Source: an optimization exercise on an open RTL-to-GDS flow (aim: small area). Production flows keep margins and buffers that such runs may drop. In this exercise RTL edits were held to simulation tests only and were not proved equivalent to the original.

==> build 78: inputs <==
==> flow/design.v (excerpt) <==
module AluTop
(
	input  logic        Clock,
	input  logic [3:0]  Operation,
	input  logic [4:0]  InFlags,
	input  logic [5:0]  InImm,
	input  logic [15:0] InSrc,
	input  logic [15:0] InDest,
	output logic [15:0] OutDest,
	output logic [4:0]  OutFlags
);
==> module DivSteps, before the edit <==
module DivSteps #(parameter int JHI = 15, parameter int JLO = 0)
(
	input  logic [15:0]      WordIn,
	input  logic [15:0]      ND,
	input  logic             En,
	output logic [15:0]      WordOut,
	output logic [JHI:JLO]   Q
);
	logic [15:0] nD;
	logic [16:0] dHigh;    
	logic [15:0] word [JLO:JHI+1];
	assign nD = ND;
	assign dHigh[16] = 1'b0;
	assign word[JHI+1] = WordIn;
	genvar j, k;
	generate
		for (k = 15; k >= 0; k--) begin : dh
			assign dHigh[k] = dHigh[k+1] | ~nD[k];
		end
		for (j = JHI; j >= JLO; j--) begin : step
			localparam int W = 16 - j;
			logic [W-1:0] rp;
			assign rp = word[j+1][15:j];
			if (((JHI - j) % 2) == 0) begin : pos
				logic [W-1:0] diff;
				logic [W:0]   cy;
				assign cy[0] = 1'b1;
				for (k = 0; k < W; k++) begin : b
					assign diff[k] = rp[k] ^ nD[k] ^ cy[k];
					assign cy[k+1] = (rp[k] & nD[k]) | (rp[k] & cy[k]) | (nD[k] & cy[k]);
				end
				assign Q[j] = En & cy[W] & ~dHigh[W];
				if (j == 0) begin : last
					assign word[j] = Q[j] ? diff : rp;
				end else begin : mid
					assign word[j] = {Q[j] ? diff : rp, word[j+1][j-1:0]};
				end
			end else begin : neg
				logic [W-1:0] rpn, diffn;
				logic [W:0]   cyn;
				assign rpn = ~rp;
				assign cyn[0] = 1'b0;
				for (k = 0; k < W; k++) begin : b
					assign diffn[k] = rpn[k] ^ ~nD[k] ^ cyn[k];
					assign cyn[k+1] = (rpn[k] & ~nD[k]) | (rpn[k] & cyn[k]) | (~nD[k] & cyn[k]);
				end
				assign Q[j] = En & ~cyn[W] & ~dHigh[W];
				if (j == 0) begin : last
					assign word[j] = Q[j] ? ~diffn : rp;
				end else begin : mid
					assign word[j] = {Q[j] ? ~diffn : rp, word[j+1][j-1:0]};
				end
			end
		end
	endgenerate
	assign WordOut = word[JLO];
endmodule
export LEC_CHECK = 0
export CAP_MARGIN = 0
export CORE_MARGIN = 2
export CORE_UTILIZATION = 65
export CTS_BUF_LIST = sky130_fd_sc_hd__clkbuf_8
export CTS_CLUSTER_SIZE = 20
export GPL_TIMING_DRIVEN = 0
export SLEW_MARGIN = 0
create_clock -name core_clock -period 34.0 [get_ports {Clock}]
standard.sh (not shown) runs the stock make flow with config.mk's settings and CLKGATE_MAP_FILE= SYNTH_SCRIPT=/design/flow/synth_recipe.tcl, a recipe that flattens the netlist after the stock synthesis.
==> flow/flow/run.sh <==
#!/bin/bash
# Layout flow: the standard layout (standard.sh) with an area-oriented
# synthesis in front of it.
#  2. the same ORFS synthesis run with flow/my_synth.tcl: Yosys's synth
#     without its quick ABC pass, so that the full adders written in the RTL
#     are extracted as written, and the final ABC mapping with
#     flow/abc_area.script (area-oriented standard-cell mapping).
#  3. flow/regnames.py gives that netlist's flip-flops the standard names
#     (paired by the net on their Q pin); if anything does not pair one to
#     one, the standard netlist is kept.
#  4. standard.sh finish on the chosen netlist, with a buf_1 as the buffer
#     that every input and output port gets.
# Each tool's output goes to a log file of its own in the work folder.
set -uo pipefail
W=$(pwd)
F=$W/flow
R=$W/orfs/results/$FLOW_PLATFORM/AluTop/base
A=$W/area/results/$FLOW_PLATFORM/AluTop/base

bash standard.sh synth > "$W/log_1_standard_synth.txt" 2>&1 || exit 1
cp "$R/1_2_yosys.v" "$W/standard_1_2_yosys.v"

MY_ABC_SCRIPT=$F/abc_area.script bash standard.sh SYNTH_SCRIPT=$F/my_synth.tcl WORK_HOME=$W/area synth \
	> "$W/log_2_area_synth.txt" 2>&1
if [[ -f $A/1_2_yosys.v ]] && python3 "$F/regnames.py" "$W/standard_1_2_yosys.v" "$A/1_2_yosys.v" \
	"$W/area_1_2_yosys.v" > "$W/log_3_regnames.txt" 2>&1; then
	cp "$W/area_1_2_yosys.v" "$R/1_2_yosys.v"
	touch "$R/1_2_yosys.v"
	echo "using the area synthesis" >> "$W/log_3_regnames.txt"
else
	echo "using the standard synthesis" >> "$W/log_3_regnames.txt"
fi

bash standard.sh "BUFFER_PORTS_ARGS=-buffer_cell sky130_fd_sc_hd__buf_1" finish > "$W/log_4_layout.txt" 2>&1
==> flow/flow/abc_area.script <==
strash
dch
amap
topo
stime -c
==> flow/flow/my_synth.tcl <==
# The standard flow's synthesis script with three changes: Yosys's synth runs without its
# quick ABC pass (so that full adders are found in the logic as written),
# only full adders are extracted, and the final ABC mapping uses the script
# named by MY_ABC_SCRIPT.
proc synth {args} { yosys synth -nofsm -noshare -noabc {*}$args }
# Only full adders: a half adder cell is no smaller than its XOR and AND.
proc extract_fa {args} { yosys extract_fa -fa }
proc abc {args} {
  set i [lsearch -exact $args -script]
  if { $i >= 0 && [info exists ::env(MY_ABC_SCRIPT)] } {
    set args [lreplace $args [expr {$i + 1}] [expr {$i + 1}] $::env(MY_ABC_SCRIPT)]
  }
  yosys abc {*}$args
}
source $::env(SCRIPTS_DIR)/synth.tcl
# left out here: clear keep_hierarchy, flatten, clean up, hide names made inside functions, write 1_2_yosys.v
Other scripts of this flow, unchanged in this note and not shown: flow/flow/regnames.py
==> inputs of trial 8, as changes to build 78 <==
--- a/flow/design.v
+++ b/flow/design.v
@@ -69,16 +69,19 @@
 	endgenerate
 endmodule
 module DivSteps #(parameter int JHI = 15, parameter int JLO = 0)
 (
 	input  logic [15:0]      WordIn,
 	input  logic [15:0]      ND,
 	input  logic             En,
+	input  logic             Cin,
+	input  logic             Force,
 	output logic [15:0]      WordOut,
-	output logic [JHI:JLO]   Q
+	output logic [JHI:JLO]   Q,
+	output logic             Cout
 );
 	logic [15:0] nD;
 	logic [16:0] dHigh;    
 	logic [15:0] word [JLO:JHI+1];
 	assign nD = ND;
 	assign dHigh[16] = 1'b0;
 	assign word[JHI+1] = WordIn;
@@ -90,39 +93,45 @@
 		for (j = JHI; j >= JLO; j--) begin : step
 			localparam int W = 16 - j;
 			logic [W-1:0] rp;
 			assign rp = word[j+1][15:j];
 			if (((JHI - j) % 2) == 0) begin : pos
 				logic [W-1:0] diff;
 				logic [W:0]   cy;
-				assign cy[0] = 1'b1;
+				assign cy[0] = (j == JLO) ? Cin : 1'b1;
 				for (k = 0; k < W; k++) begin : b
 					assign diff[k] = rp[k] ^ nD[k] ^ cy[k];
 					assign cy[k+1] = (rp[k] & nD[k]) | (rp[k] & cy[k]) | (nD[k] & cy[k]);
 				end
 				assign Q[j] = En & cy[W] & ~dHigh[W];
+				if (j == JLO) begin : co
+					assign Cout = cy[W];
+				end
 				if (j == 0) begin : last
-					assign word[j] = Q[j] ? diff : rp;
+					assign word[j] = (Q[j] | ((j == JLO) & Force)) ? diff : rp;
 				end else begin : mid
-					assign word[j] = {Q[j] ? diff : rp, word[j+1][j-1:0]};
+					assign word[j] = {(Q[j] | ((j == JLO) & Force)) ? diff : rp, word[j+1][j-1:0]};
 				end
 			end else begin : neg
 				logic [W-1:0] rpn, diffn;
 				logic [W:0]   cyn;
 				assign rpn = ~rp;
-				assign cyn[0] = 1'b0;
+				assign cyn[0] = (j == JLO) ? ~Cin : 1'b0;
 				for (k = 0; k < W; k++) begin : b
 					assign diffn[k] = rpn[k] ^ ~nD[k] ^ cyn[k];
 					assign cyn[k+1] = (rpn[k] & ~nD[k]) | (rpn[k] & cyn[k]) | (~nD[k] & cyn[k]);
 				end
 				assign Q[j] = En & ~cyn[W] & ~dHigh[W];
+				if (j == JLO) begin : co
+					assign Cout = ~cyn[W];
+				end
 				if (j == 0) begin : last
-					assign word[j] = Q[j] ? ~diffn : rp;
+					assign word[j] = (Q[j] | ((j == JLO) & Force)) ? ~diffn : rp;
 				end else begin : mid
-					assign word[j] = {Q[j] ? ~diffn : rp, word[j+1][j-1:0]};
+					assign word[j] = {(Q[j] | ((j == JLO) & Force)) ? ~diffn : rp, word[j+1][j-1:0]};
 				end
 			end
 		end
 	endgenerate
 	assign WordOut = word[JLO];
 endmodule
 module AluTop
@@ -147,74 +156,72 @@
 	logic        isDiv, isMod, srcZero, enA;
 	logic [15:0] wordA;
 	logic [15:8] qA;
 	assign isDiv   = (Operation == 4'd9);
 	assign isMod   = (Operation == 4'd10);
 	assign srcZero = (InSrc == 16'd0);
 	assign enA     = (isDiv | isMod) & ~srcZero;
-	DivSteps #(.JHI(15), .JLO(8)) divA (.WordIn(aN), .ND(~aS), .En(enA), .WordOut(wordA), .Q(qA));
-	logic        isSub, c;
-	logic [15:0] addB, sum;
-	logic [16:0] cy;
-	assign c     = InFlags[0];
-	assign isSub = (Operation == 4'd8);
-	assign addB  = InSrc ^ {16{isSub}};
-	assign cy[0] = c ^ isSub;
-	genvar k;
-	generate for (k = 0; k < 16; k++) begin : g_add
-		assign sum[k]  = InDest[k] ^ addB[k] ^ cy[k];
-		assign cy[k+1] = (InDest[k] & addB[k]) | (InDest[k] & cy[k]) | (addB[k] & cy[k]);
-	end endgenerate
+	logic        coA;
+	DivSteps #(.JHI(15), .JLO(8)) divA (.WordIn(aN), .ND(~aS), .En(enA), .Cin(1'b1), .Force(1'b0),
+		.WordOut(wordA), .Q(qA), .Cout(coA));
+	logic        isSub, isAddSub, c;
+	logic [15:0] addB;
+	assign c        = InFlags[0];
+	assign isSub    = (Operation == 4'd8);
+	assign isAddSub = (Operation == 4'd7) || isSub;
+	assign addB     = InSrc ^ {16{isSub}};
 	logic [15:0] valA;
 	logic [4:0]  flagsA;
 	logic        selA, negA, updA;
 	always_comb begin
 		flagsA = InFlags;
 		case (Operation)
 			4'd0:  valA = ~(InSrc & InDest);
 			4'd1:  valA = {InSrc[14:0], c};
 			4'd2:  valA = InSrc;
 			4'd3:  valA = ~(InSrc | InDest);
 			4'd4:  valA = {c, InSrc[15:1]};
 			4'd5:  valA = {{10{InImm[5]}}, InImm};
 			4'd6:  valA = InImm[5] ? {InImm[4:0], InDest[10:0]} : {{4{InImm[5]}}, InImm, InDest[5:0]};
-			4'd7, 4'd8: valA = sum;
+			4'd7, 4'd8: valA = InDest;
 			4'd11: valA = prod[15:0];
 			4'd12: valA = prod[31:16];
 			4'd9, 4'd10: valA = srcZero ? 16'd0 : wordA;
 			default: valA = 16'd0;
 		endcase
 		if (Operation == 4'd1) flagsA[0] = InSrc[15];
 		if (Operation == 4'd4) flagsA[0] = InSrc[0];
-		if (Operation == 4'd7 || Operation == 4'd8) begin
-			flagsA[0] = cy[16] ^ isSub;
-			flagsA[4] = (InDest[15] ^ sum[15]) & ~(InDest[15] ^ addB[15]);
+		if (isAddSub) begin
+			flagsA[0] = c ^ isSub;    
+			flagsA[4] = isSub;
 		end
 		updA = (Operation >= 4'd7 && Operation <= 4'd12);
 		selA = enA ? isDiv : updA;
 		negA = 1'b0;
 		if (Operation == 4'd11 || Operation == 4'd12) negA = sN ^ sS;
 		if (enA) negA = isDiv ? (sN ^ sS) : sN;
 	end
 	logic [15:0] valB, ndB;
 	logic [15:8] qB;
 	logic [1:0]  flagsB;    
 	logic        enB, selB, negB;
 	always_ff @(posedge Clock) begin
 		valB   <= valA;
-		ndB    <= updA ? ~aS : {~aS[15:3], flagsA[3:1]};
-		qB     <= qA;
+		ndB    <= isAddSub ? addB : updA ? ~aS : {~aS[15:3], flagsA[3:1]};
+		qB     <= {qA[15] | isAddSub, qA[14:8]};
 		flagsB <= {flagsA[4], flagsA[0]};
 		enB    <= enA;
 		selB   <= selA;
 		negB   <= negA;
 	end
 	logic [15:0] wordB;
 	logic [7:3]  qBn;
-	DivSteps #(.JHI(7), .JLO(3)) divB (.WordIn(valB), .ND(ndB), .En(enB), .WordOut(wordB), .Q(qBn));
+	logic        coB;
+	DivSteps #(.JHI(7), .JLO(3)) divB (.WordIn(valB), .ND(ndB), .En(enB), .Cin(1'b1), .Force(1'b0),
+		.WordOut(wordB), .Q(qBn), .Cout(coB));
 	logic [15:0] valC, ndC;
 	logic [15:3] qC;
 	logic [1:0]  flagsC;
 	logic        enC, selC, negC;
 	always_ff @(posedge Clock) begin
 		valC   <= wordB;
 		ndC    <= ndB;
@@ -222,19 +229,26 @@
 		flagsC <= flagsB;
 		enC    <= enB;
 		selC   <= selB;
 		negC   <= negB;
 	end
 	logic [15:0] wordC, mag;
 	logic [2:0]  qCn;
-	DivSteps #(.JHI(2), .JLO(0)) divC (.WordIn(valC), .ND(ndC), .En(enC), .WordOut(wordC), .Q(qCn));
+	logic        addC, coC;
+	assign addC = ~enC & qC[15];
+	DivSteps #(.JHI(2), .JLO(0)) divC (.WordIn(valC), .ND(ndC), .En(enC), .Cin(~addC | flagsC[0]),
+		.Force(addC), .WordOut(wordC), .Q(qCn), .Cout(coC));
 	assign mag = (enC & selC) ? {qC, qCn} : wordC;
 	CondNeg negR (.X(mag), .Neg(negC), .Y(OutDest));
 	always_comb begin
 		OutFlags = {flagsC[1], ndC[2:0], flagsC[0]};
+		if (addC) begin
+			OutFlags[0] = coC ^ flagsC[1];
+			OutFlags[4] = (valC[15] ^ OutDest[15]) & ~(valC[15] ^ ndC[15]);
+		end
 		if (enC | selC) begin
 			OutFlags[1] = ~|OutDest;
 			OutFlags[2] = OutDest[15];
 			OutFlags[3] = ~^OutDest;
 		end
 	end
 endmodule
==> flow/flow/abc_area.script (replaced) <==
strash
dch -f
amap -m -A 8 -F 2
topo
stime -c
- GPL_TIMING_DRIVEN: 0 -> default
==> inputs of build 60, as changes to build 78 <==
--- a/flow/design.v
+++ b/flow/design.v
@@ -85,45 +85,27 @@
 	genvar j, k;
 	generate
 		for (k = 15; k >= 0; k--) begin : dh
 			assign dHigh[k] = dHigh[k+1] | ~nD[k];
 		end
 		for (j = JHI; j >= JLO; j--) begin : step
 			localparam int W = 16 - j;
-			logic [W-1:0] rp;
+			logic [W-1:0] rp, diff;
+			logic [W:0]   cy;
 			assign rp = word[j+1][15:j];
-			if (((JHI - j) % 2) == 0) begin : pos
-				logic [W-1:0] diff;
-				logic [W:0]   cy;
-				assign cy[0] = 1'b1;
-				for (k = 0; k < W; k++) begin : b
-					assign diff[k] = rp[k] ^ nD[k] ^ cy[k];
-					assign cy[k+1] = (rp[k] & nD[k]) | (rp[k] & cy[k]) | (nD[k] & cy[k]);
-				end
-				assign Q[j] = En & cy[W] & ~dHigh[W];
-				if (j == 0) begin : last
-					assign word[j] = Q[j] ? diff : rp;
-				end else begin : mid
-					assign word[j] = {Q[j] ? diff : rp, word[j+1][j-1:0]};
-				end
-			end else begin : neg
-				logic [W-1:0] rpn, diffn;
-				logic [W:0]   cyn;
-				assign rpn = ~rp;
-				assign cyn[0] = 1'b0;
-				for (k = 0; k < W; k++) begin : b
-					assign diffn[k] = rpn[k] ^ ~nD[k] ^ cyn[k];
-					assign cyn[k+1] = (rpn[k] & ~nD[k]) | (rpn[k] & cyn[k]) | (~nD[k] & cyn[k]);
-				end
-				assign Q[j] = En & ~cyn[W] & ~dHigh[W];
-				if (j == 0) begin : last
-					assign word[j] = Q[j] ? ~diffn : rp;
-				end else begin : mid
-					assign word[j] = {Q[j] ? ~diffn : rp, word[j+1][j-1:0]};
-				end
+			assign cy[0] = 1'b1;
+			for (k = 0; k < W; k++) begin : b
+				assign diff[k] = rp[k] ^ nD[k] ^ cy[k];
+				assign cy[k+1] = (rp[k] & nD[k]) | (rp[k] & cy[k]) | (nD[k] & cy[k]);
+			end
+			assign Q[j] = En & cy[W] & ~dHigh[W];
+			if (j == 0) begin : last
+				assign word[j] = Q[j] ? diff : rp;
+			end else begin : mid
+				assign word[j] = {Q[j] ? diff : rp, word[j+1][j-1:0]};
 			end
 		end
 	endgenerate
 	assign WordOut = word[JLO];
 endmodule
 module AluTop
 (
--- a/flow/flow/run.sh
+++ b/flow/flow/run.sh
@@ -4,16 +4,15 @@
 #  2. the same ORFS synthesis run with flow/my_synth.tcl: Yosys's synth
 #     without its quick ABC pass, so that the full adders written in the RTL
 #     are extracted as written, and the final ABC mapping with
 #     flow/abc_area.script (area-oriented standard-cell mapping).
 #  3. flow/regnames.py gives that netlist's flip-flops the standard names
 #     (paired by the net on their Q pin); if anything does not pair one to
 #     one, the standard netlist is kept.
-#  4. standard.sh finish on the chosen netlist, with a buf_1 as the buffer
-#     that every input and output port gets.
+#  4. standard.sh finish on the chosen netlist.
 # Each tool's output goes to a log file of its own in the work folder.
 set -uo pipefail
 W=$(pwd)
 F=$W/flow
 R=$W/orfs/results/$FLOW_PLATFORM/AluTop/base
 A=$W/area/results/$FLOW_PLATFORM/AluTop/base
 
@@ -27,8 +26,8 @@
 	cp "$W/area_1_2_yosys.v" "$R/1_2_yosys.v"
 	touch "$R/1_2_yosys.v"
 	echo "using the area synthesis" >> "$W/log_3_regnames.txt"
 else
 	echo "using the standard synthesis" >> "$W/log_3_regnames.txt"
 fi
 
-bash standard.sh "BUFFER_PORTS_ARGS=-buffer_cell sky130_fd_sc_hd__buf_1" finish > "$W/log_4_layout.txt" 2>&1
+bash standard.sh > "$W/log_4_layout.txt" 2>&1
==> flow/flow/my_synth.tcl (replaced) <==
# The standard flow's synthesis script with three changes: Yosys's synth runs without its
# quick ABC pass (so that full adders are found in the logic as written), the
# flip-flops are frozen once they carry their register names, and the final
# ABC mapping uses the script named by MY_ABC_SCRIPT.
proc synth {args} { yosys synth -nofsm -noshare -noabc {*}$args }
proc renames {args} {
  yosys rename {*}$args
  yosys setattr -set keep 1 t:*DFF* t:*dff*
}
# Only full adders: a half adder cell is no smaller than its XOR and AND.
proc extract_fa {args} { yosys extract_fa -fa }
proc abc {args} {
  set i [lsearch -exact $args -script]
  if { $i >= 0 && [info exists ::env(MY_ABC_SCRIPT)] } {
    set args [lreplace $args [expr {$i + 1}] [expr {$i + 1}] $::env(MY_ABC_SCRIPT)]
  }
  yosys abc {*}$args
}
source $::env(SCRIPTS_DIR)/synth.tcl
# left out here: clear keep_hierarchy
setattr -unset keep
# left out here: flatten, clean up, hide names made inside functions, write 1_2_yosys.v
- CAP_MARGIN: 0 -> 20
- CORE_UTILIZATION: 65 -> 40
- CTS_BUF_LIST: sky130_fd_sc_hd__clkbuf_8 -> default
- CTS_CLUSTER_SIZE: 20 -> default
- GPL_TIMING_DRIVEN: 0 -> default
- SLEW_MARGIN: 0 -> 20
==> inputs of trial 24, as changes to build 78 <==
- GPL_TIMING_DRIVEN: 0 -> default
==> summary of the runs <==
- The lowest worst hold slack belongs to trial 24, the highest to build 78.
- The highest via count belongs to trial 8, the lowest to build 78.
- Clock skew: trial 8 < build 60 < build 78 < trial 24.
- Build 60 ran to the end with no violations. Trial 24 completed with no timing, DRC or antenna violations. Build 78 produced a layout that fails on max-capacitance violations, max-slew violations. Trial 8 finished with timing, DRC and antenna clean.
==> figures <==
metric                                                                                                    build 78        build 60         trial 8        trial 24
Outcome                                                                                   finished with violations  finished clean  finished clean  finished clean
Reasons for failing layout checks                                  max-capacitance violations, max-slew violations               -               -               -
Area taken by multi-input logic gates                                                                    11450 µm²       11450 µm²       11060 µm²       11400 µm²
Clock buffers                                                                                                    9               9              10              10
Global-route wire length before repair                                                                    61930 µm        69970 µm        66430 µm        63660 µm
Slowest cell on crit path                                                                                   or4b_1          or4b_1            fa_1          or4b_1
Clock distribution area overhead in the final layout                                                        1.482%          1.982%          1.363%          1.693%
Routed wire length per instance                                                                           21.28 µm        20.94 µm        22.42 µm        21.29 µm
Via count of the first global-routing pass                                                                   11880           12650           12730           12130
Global-route usage over all layers                                                                          36.39%          25.05%          39.64%          37.29%
Number of antenna violations at the first check in global routing                                                2               1               2               2

==> port drivers added, routing unchanged <==
The results above use ideal ports. As a check the final layouts listed here were re-extracted and re-timed, cells and wires unchanged.
Step 1 sets driving cells, clkbuf_16 on the clock port and buf_2 on the other inputs (assumed; they add their load-dependent delay and slew).
Step 2 also shifts input and output timing later by t, the mid clock arrival at the registers, as if the neighbouring blocks saw the same clock.
Three values: no drivers, after step 1, after step 2; two values: the first two.
run | shift t [ns] | setup WS [ns] | clock arrival spread, ns | worst slew at a driven data input, ns | pins driven straight from the clock port
build 78 | 0.400 | 1.389 / 1.354 / 1.754 | 0.014 / 0.014 | 0.04 | 1
trial 8 | 0.393 | 1.515 / 1.478 / 1.870 | 0.009 / 0.009 | 0.06 | 1
build 60 | 0.376 | 1.259 / 1.225 / 1.600 | 0.013 / 0.013 | 0.05 | 1
trial 24 | 0.397 | 1.265 / 1.228 / 1.625 | 0.022 / 0.022 | 0.04 | 1
